Source: an optimization exercise on an open RTL-to-GDS flow (aim: small area, a short achievable clock period and few clock cycles per item). Production flows keep margins and buffers that such runs may drop.
In this exercise RTL edits were held to simulation tests only and were not proved equivalent to the original.
Power figures rest on the tool's default switching activity, not on a simulated workload.

## huffman
module huffman(clk, reset, gray_data, gray_valid, CNT_valid, CNT1, CNT2, CNT3, CNT4, CNT5, CNT6,
    code_valid, HC1, HC2, HC3, HC4, HC5, HC6, M1, M2, M3, M4, M5, M6);
Size: about 1200 cells after synthesis, about 140 flip-flops, ~160 I/O pins.
export LEC_CHECK = 0
export ABC_AREA = 1
export CAP_MARGIN = 20
export CORE_MARGIN = 2
export CORE_UTILIZATION = 55
export CTS_BUF_LIST = sky130_fd_sc_hd__clkbuf_8
export CTS_CLUSTER_SIZE = 30
export SETUP_SLACK_MARGIN = 3.8
export SLEW_MARGIN = 20
export TNS_END_PERCENT = 10
create_clock -name core_clock -period 6.0 [get_ports {clk}]
standard.sh (not shown) runs the stock make flow with config.mk's settings and CLKGATE_MAP_FILE= SYNTH_SCRIPT=/design/flow/synth_recipe.tcl, a recipe that flattens the netlist after the stock synthesis.
==> flow/flow/run.sh <==
#!/bin/bash
# Standard layout, with two changes: plain buffers (instead of the delay buffers
# buffer_ports picks by default) on the input and output ports, and one tie
# cell per constant value shared by all constant outputs (instead of one per port).
set -euo pipefail
export BUFFER_PORTS_ARGS="-buffer_cell sky130_fd_sc_hd__buf_1"
export SKIP_REPAIR_TIE_FANOUT=1
bash standard.sh > standard_flow.log 2>&1
Testbench counts at the start, summed over its fixed seeds: cycles 23,029, frames 192.
Rerun with:
--- a/flow/flow/run.sh
+++ b/flow/flow/run.sh
@@ -4,5 +4,5 @@
 # cell per constant value shared by all constant outputs (instead of one per port).
 set -euo pipefail
-export BUFFER_PORTS_ARGS="-buffer_cell sky130_fd_sc_hd__buf_1"
+export BUFFER_PORTS_ARGS="-buffer_cell sky130_fd_sc_hd__buf_2"
 export SKIP_REPAIR_TIE_FANOUT=1
 bash standard.sh > standard_flow.log 2>&1
ABC_AREA = default   (was 1)
SETUP_SLACK_MARGIN = 3.6   (was 3.8)
What happened: Final area drops by 1.6%. Synthesized area hardly moves. Wire length shrinks by 0.59%. Non-clock buffer count is lower by 4. Worst setup slack is worse by 0.25 ns. First-iteration DRC count came out higher by about 35%.

* * *

== run 1 ==
The RTL this note starts from:
==> flow/design.v <==
module huffman(clk, reset, gray_data, gray_valid, CNT_valid, CNT1, CNT2, CNT3, CNT4, CNT5, CNT6,
    code_valid, HC1, HC2, HC3, HC4, HC5, HC6, M1, M2, M3, M4, M5, M6);
input clk;
input reset;
input gray_valid;
input [7:0] gray_data;
output reg CNT_valid;
output [7:0] CNT1, CNT2, CNT3, CNT4, CNT5, CNT6;
output reg code_valid;
output [7:0] HC1, HC2, HC3, HC4, HC5, HC6;
output [7:0] M1, M2, M3, M4, M5, M6;
reg idle, counting, build;    
reg [2:0] pix;
reg [5:0] sel;
reg [6:0] w[0:5];
reg [2:0] pos[0:5];
reg [4:0] hc[0:5];
reg [4:0] m[0:5];
reg par;         
reg merged;      
reg fin;         
reg comb;        
reg [2:0] ncomb;
integer i;
function lt7(input [6:0] x, input [6:0] z);
	reg [6:0] l, e;
	reg l65, e65, l43, e43, l21, e21, l6to3, e6to3, l2to0;
	begin
		l = ~x & z;
		e = ~(x ^ z);
		l65 = l[6] | (e[6] & l[5]);
		e65 = e[6] & e[5];
		l43 = l[4] | (e[4] & l[3]);
		e43 = e[4] & e[3];
		l21 = l[2] | (e[2] & l[1]);
		e21 = e[2] & e[1];
		l6to3 = l65 | (e65 & l43);
		e6to3 = e65 & e43;
		l2to0 = l21 | (e21 & l[0]);
		lt7 = l6to3 | (e6to3 & l2to0);
	end
endfunction
function [6:0] add7(input [6:0] x, input [6:0] z);
	reg [6:0] g, p, c;
	reg g10, g32, p32, g54, p54;
	begin
		g = x & z;
		p = x ^ z;
		g10 = g[1] | (p[1] & g[0]);
		g32 = g[3] | (p[3] & g[2]);
		p32 = p[3] & p[2];
		g54 = g[5] | (p[5] & g[4]);
		p54 = p[5] & p[4];
		c[0] = 1'b0;
		c[1] = g[0];
		c[2] = g10;
		c[3] = g[2] | (p[2] & g10);
		c[4] = g32 | (p32 & g10);
		c[5] = g[4] | (p[4] & c[4]);
		c[6] = g54 | (p54 & c[4]);
		add7 = p ^ c;
	end
endfunction
reg [6:0] cur, inc;
always @* begin
	for (i = 0; i < 6; i = i + 1)
		sel[i] = (pix == i + 1);
	cur = 7'd0;
	for (i = 0; i < 6; i = i + 1)
		cur = cur | ({7{sel[i]}} & w[i]);
	for (i = 0; i < 7; i = i + 1)
		inc[i] = cur[i] ^ (&(cur | ~((7'd1 << i) - 7'd1)));
end
reg [4:0] lt;
always @* begin
	for (i = 0; i < 5; i = i + 1)
		lt[i] = lt7(w[i], w[i + 1]);
end
wire in_order = ~|lt;
wire last = fin;
wire [6:0] sum = add7(w[4], w[5]);
reg [4:0] swap;
always @* begin
	for (i = 0; i < 5; i = i + 1) begin
		swap[i] = build && !comb && lt[i] && (merged || (i[0] == par));
	end
end
wire build_nx  = build ? !last : (counting && !gray_valid);
wire merged_nx = build && (merged || comb);
wire fin_nx    = build && comb && (ncomb == 3'd3);
wire comb_nx   = build && !comb && !fin && in_order;
always @(posedge clk or posedge reset) begin
	if (reset) begin
		idle <= 1'b1;
		counting <= 1'b0;
		build <= 1'b0;
		CNT_valid <= 1'b0;
		code_valid <= 1'b0;
	end
	else begin
		idle <= idle ? !gray_valid : last;
		counting <= idle ? gray_valid : (counting && gray_valid);
		build <= build_nx;
		CNT_valid <= counting && !gray_valid;
		code_valid <= last;
	end
end
always @(posedge clk) begin
	pix <= gray_data[2:0];
	par <= build && !par;
	merged <= merged_nx;
	fin <= fin_nx;
	comb <= comb_nx;
	if (!build)
		ncomb <= 3'd0;
	else if (comb)
		ncomb <= ncomb + 3'd1;
end
reg dn[0:5], up[0:5], hold[0:5];
always @* begin
	for (i = 0; i < 6; i = i + 1) begin
		dn[i] = (i > 0) && (comb ? (i < 5) : swap[i - 1]);
		up[i] = (i < 5) && !comb && swap[i];
		hold[i] = counting ? !sel[i] : (build && !comb && !(i < 5 && swap[i]) && !(i > 0 && swap[i - 1]));
	end
end
always @(posedge clk) begin
	for (i = 0; i < 6; i = i + 1)
		w[i] <= ({7{hold[i]}} & w[i])
		      | ({7{dn[i]}} & w[(i + 5) % 6])
		      | ({7{up[i]}} & w[(i + 1) % 6])
		      | ({7{counting && sel[i]}} & inc)
		      | ({7{comb && i == 5}} & sum)
		      | {7{comb && i == 0}};
end
always @(posedge clk) begin
	for (i = 0; i < 6; i = i + 1) begin
		if (!build) begin
			pos[i] <= i ^ (i >> 1);
			hc[i] <= 5'd0;
			m[i] <= 5'd0;
		end
		else begin
			pos[i][0] <= pos[i][0] ^ (comb ? !(^pos[i]) :
			             ((pos[i][2:1] == 2'b00 && swap[0]) || (pos[i][2:1] == 2'b01 && swap[2]) ||
			              (pos[i][2:1] == 2'b11 && swap[4])));
			pos[i][1] <= pos[i][1] ^ (!pos[i][2] && pos[i][0] && (comb ? !pos[i][1] : swap[1]));
			pos[i][2] <= pos[i][2] ^ (!pos[i][0] && pos[i][1] && (comb ? !pos[i][2] : swap[3]));
			if ((comb && pos[i][2]) || last) begin
				m[i] <= {m[i][3:0], 1'b1};
				if (last ? pos[i][0] ^ lt[4] : pos[i][0])
					hc[i] <= hc[i] | ({m[i][3:0], 1'b1} & ~m[i]);
			end
		end
	end
end
assign CNT1 = {1'b0, w[0]};
assign CNT2 = {1'b0, w[1]};
assign CNT3 = {1'b0, w[2]};
assign CNT4 = {1'b0, w[3]};
assign CNT5 = {1'b0, w[4]};
assign CNT6 = {1'b0, w[5]};
assign HC1 = {3'b0, hc[0]};
assign HC2 = {3'b0, hc[1]};
assign HC3 = {3'b0, hc[2]};
assign HC4 = {3'b0, hc[3]};
assign HC5 = {3'b0, hc[4]};
assign HC6 = {3'b0, hc[5]};
assign M1 = {3'b0, m[0][4:1], 1'b1};
assign M2 = {3'b0, m[1][4:1], 1'b1};
assign M3 = {3'b0, m[2][4:1], 1'b1};
assign M4 = {3'b0, m[3][4:1], 1'b1};
assign M5 = {3'b0, m[4][4:1], 1'b1};
assign M6 = {3'b0, m[5][4:1], 1'b1};
endmodule
==> flow/config.mk <==
export PLATFORM = sky130hd
export DESIGN_NAME = huffman
export DESIGN_NICKNAME = huffman
export VERILOG_FILES = /design/flow/design.v
export SDC_FILE = /design/flow/constraint.sdc
export NUM_CORES = 4
export LEC_CHECK = 0
export CAP_MARGIN = 20
export CORE_MARGIN = 2
export CORE_UTILIZATION = 65
export CTS_BUF_LIST = sky130_fd_sc_hd__clkbuf_4
export CTS_CLUSTER_SIZE = 30
export SETUP_SLACK_MARGIN = 3.7
export SLEW_MARGIN = 20
export TNS_END_PERCENT = 10
==> flow/constraint.sdc <==
create_clock -name core_clock -period 6.0 [get_ports {clk}]
set_input_delay 1.2000 -clock core_clock [delete_from_list [all_inputs] [get_ports {clk}]]
set_output_delay 1.2000 -clock core_clock [all_outputs]
set_load 0.01 [all_outputs]
==> flow/flow/run.sh <==
#!/bin/bash
# Standard layout, with two changes: plain buffers (instead of the delay buffers
# buffer_ports picks by default) on the input and output ports, and one tie
# cell per constant value shared by all constant outputs (instead of one per port).
set -euo pipefail
export BUFFER_PORTS_ARGS="-buffer_cell sky130_fd_sc_hd__buf_1"
export SKIP_REPAIR_TIE_FANOUT=1
bash standard.sh > standard_flow.log 2>&1
In summary, run 1 completed successfully, with a layout that passed the timing, design-rule and antenna checks.
Testbench counts of run 1, summed over its fixed seeds: cycles 23,029, frames 192.
### run 1 -> run 2
diff --git a/flow/config.mk b/flow/config.mk
--- a/flow/config.mk
+++ b/flow/config.mk
@@ -11 +11 @@
-export CTS_BUF_LIST = sky130_fd_sc_hd__clkbuf_4
+export CTS_BUF_LIST = sky130_fd_sc_hd__clkbuf_8
--- outcome ---
Run 2 vs run 1, global-route usage went down by 0.26 points.
Between run 1 and run 2, final worst-path cycle share is higher for run 1, run 2 comes in under that.
Changes observed in run 2 relative to run 1: post-layout worst setup margin now sits higher; count of non-filler cells in the finished layout now sits lower; portion of total power attributed to combinational logic now sits lower; layout overhead on the synthesized area now sits lower; register-to-register slack now sits higher.
Run 1 → run 2: count of clock-buffer cells in the layout went down; overall power consumption went up.
Input changes introduced in run 3 (baseline for comparison: run 2):
diff --git a/flow/config.mk b/flow/config.mk
--- a/flow/config.mk
+++ b/flow/config.mk
@@ -7,0 +8 @@
+export ABC_AREA = 1
@@ -10 +11 @@
-export CORE_UTILIZATION = 65
+export CORE_UTILIZATION = 55
@@ -13 +14 @@
-export SETUP_SLACK_MARGIN = 3.7
+export SETUP_SLACK_MARGIN = 3.9
### Flow results
- Against run 2, post-layout net count in run 3 rose by more than a quarter.
- Run 3 vs. run 2: height of the die went up by 10%.
- Summary of run 3 over run 2: combined area of all synthesized cells grew by 3.1%, total power shrank by about 2%, switching power total grew by 0.000042 W, number of rows created at floorplan grew by 10%, die area grew by 21%.
[inputs] run 4 vs run 3
diff --git a/flow/config.mk b/flow/config.mk
--- a/flow/config.mk
+++ b/flow/config.mk
@@ -8 +8 @@
-export ABC_AREA = 1
+export ABC_CLOCK_PERIOD_IN_PS = 2400
@@ -14 +14 @@
-export SETUP_SLACK_MARGIN = 3.9
+export SETUP_SLACK_MARGIN = 3.7
### Flow results
- The share of total power in combinational logic of run 4 falls short of that of run 3 by 0.8 points.
- Looking at setup slack, run 4 sits below run 3.
- The net load switching power number comes out higher for run 3 vs run 4.
- Diff run 4..run 3 | flip-flop and latch count | unchanged
- The number of well taps in run 4 sits about 2.2% below the value recorded for run 3.
- Run 4 — multiplexer fraction of the synthesized cell area 3.4 points higher, run 3 as reference
- Taking run 3 as 1.0, run 4 lands at 0.900 on filler cell count.
#### Input delta (run 5 over run 4)
diff --git a/flow/config.mk b/flow/config.mk
--- a/flow/config.mk
+++ b/flow/config.mk
@@ -8 +8 @@
-export ABC_CLOCK_PERIOD_IN_PS = 2400
+export ABC_AREA = 1
@@ -14 +14 @@
-export SETUP_SLACK_MARGIN = 3.7
+export SETUP_SLACK_MARGIN = 3.8
Results
The net total in the final layout reported for run 5 is greater than that of run 4 by 22%.
Taking run 4 as the reference, in run 5 count of buffers not belonging to the clock network in the layout now smaller, area of the die now larger, cell area now larger, register area comparable.
Input-level comparison between run 6 and run 5:
diff --git a/flow/config.mk b/flow/config.mk
--- a/flow/config.mk
+++ b/flow/config.mk
@@ -8 +7,0 @@
-export ABC_AREA = 1
@@ -14 +13 @@
-export SETUP_SLACK_MARGIN = 3.8
+export SETUP_SLACK_MARGIN = 3.7
- Summary of run 6 over run 5: power +8.3%, portion of total power attributed to the clock network +0.5 points, die boundary height -1.5%, worst hold margin -0.0062 ns.
- Number of global-route vias before repair: run 6 vs run 5 down 401
- Multiplexer area fraction after synthesis in run 6 is 3.4 points higher than in run 5
- Run 6 against run 5; synthesized cell count is down by more than 10%.
- Run 6 vs. run 5: final design area excluding fillers went down by 0.59%.

## afterwards: timing with drivers on the ports
No port has a modelled driver above. Below, the same layouts with a new extraction and two added sets of constraints.
Step 1 sets driving cells, clkbuf_16 on the clock port and buf_2 on the other inputs (assumed; they add their load-dependent delay and slew).
Step 2 adds t to the input delays and takes it off the output delays; t is the mean of the earliest and latest rising clock arrival at the registers after step 1. Input paths then give back, and output paths get back, about the clock's delay inside the block.
a / b / c = ideal ports / drivers / drivers and shift; a / b = the first two.
run	t, ns	setup WS [ns]	worst data-port slew with drivers (ns)
the first run of note 1	0.485	3.771 / 3.734 / 3.826	0.03
the second run of note 1	0.482	3.520 / 3.520 / 3.520	0.03
run 1	0.577	3.553 / 3.553 / 3.553	0.03
run 2	0.480	3.629 / 3.608 / 3.629	0.03
run 3	0.487	3.818 / 3.778 / 3.870	0.03
run 4	0.488	3.640 / 3.602 / 3.662	0.03
run 5	0.486	3.747 / 3.709 / 3.852	0.03
run 6	0.488	3.640 / 3.602 / 3.662	0.03
After both steps setup and hold are still met in every run listed.
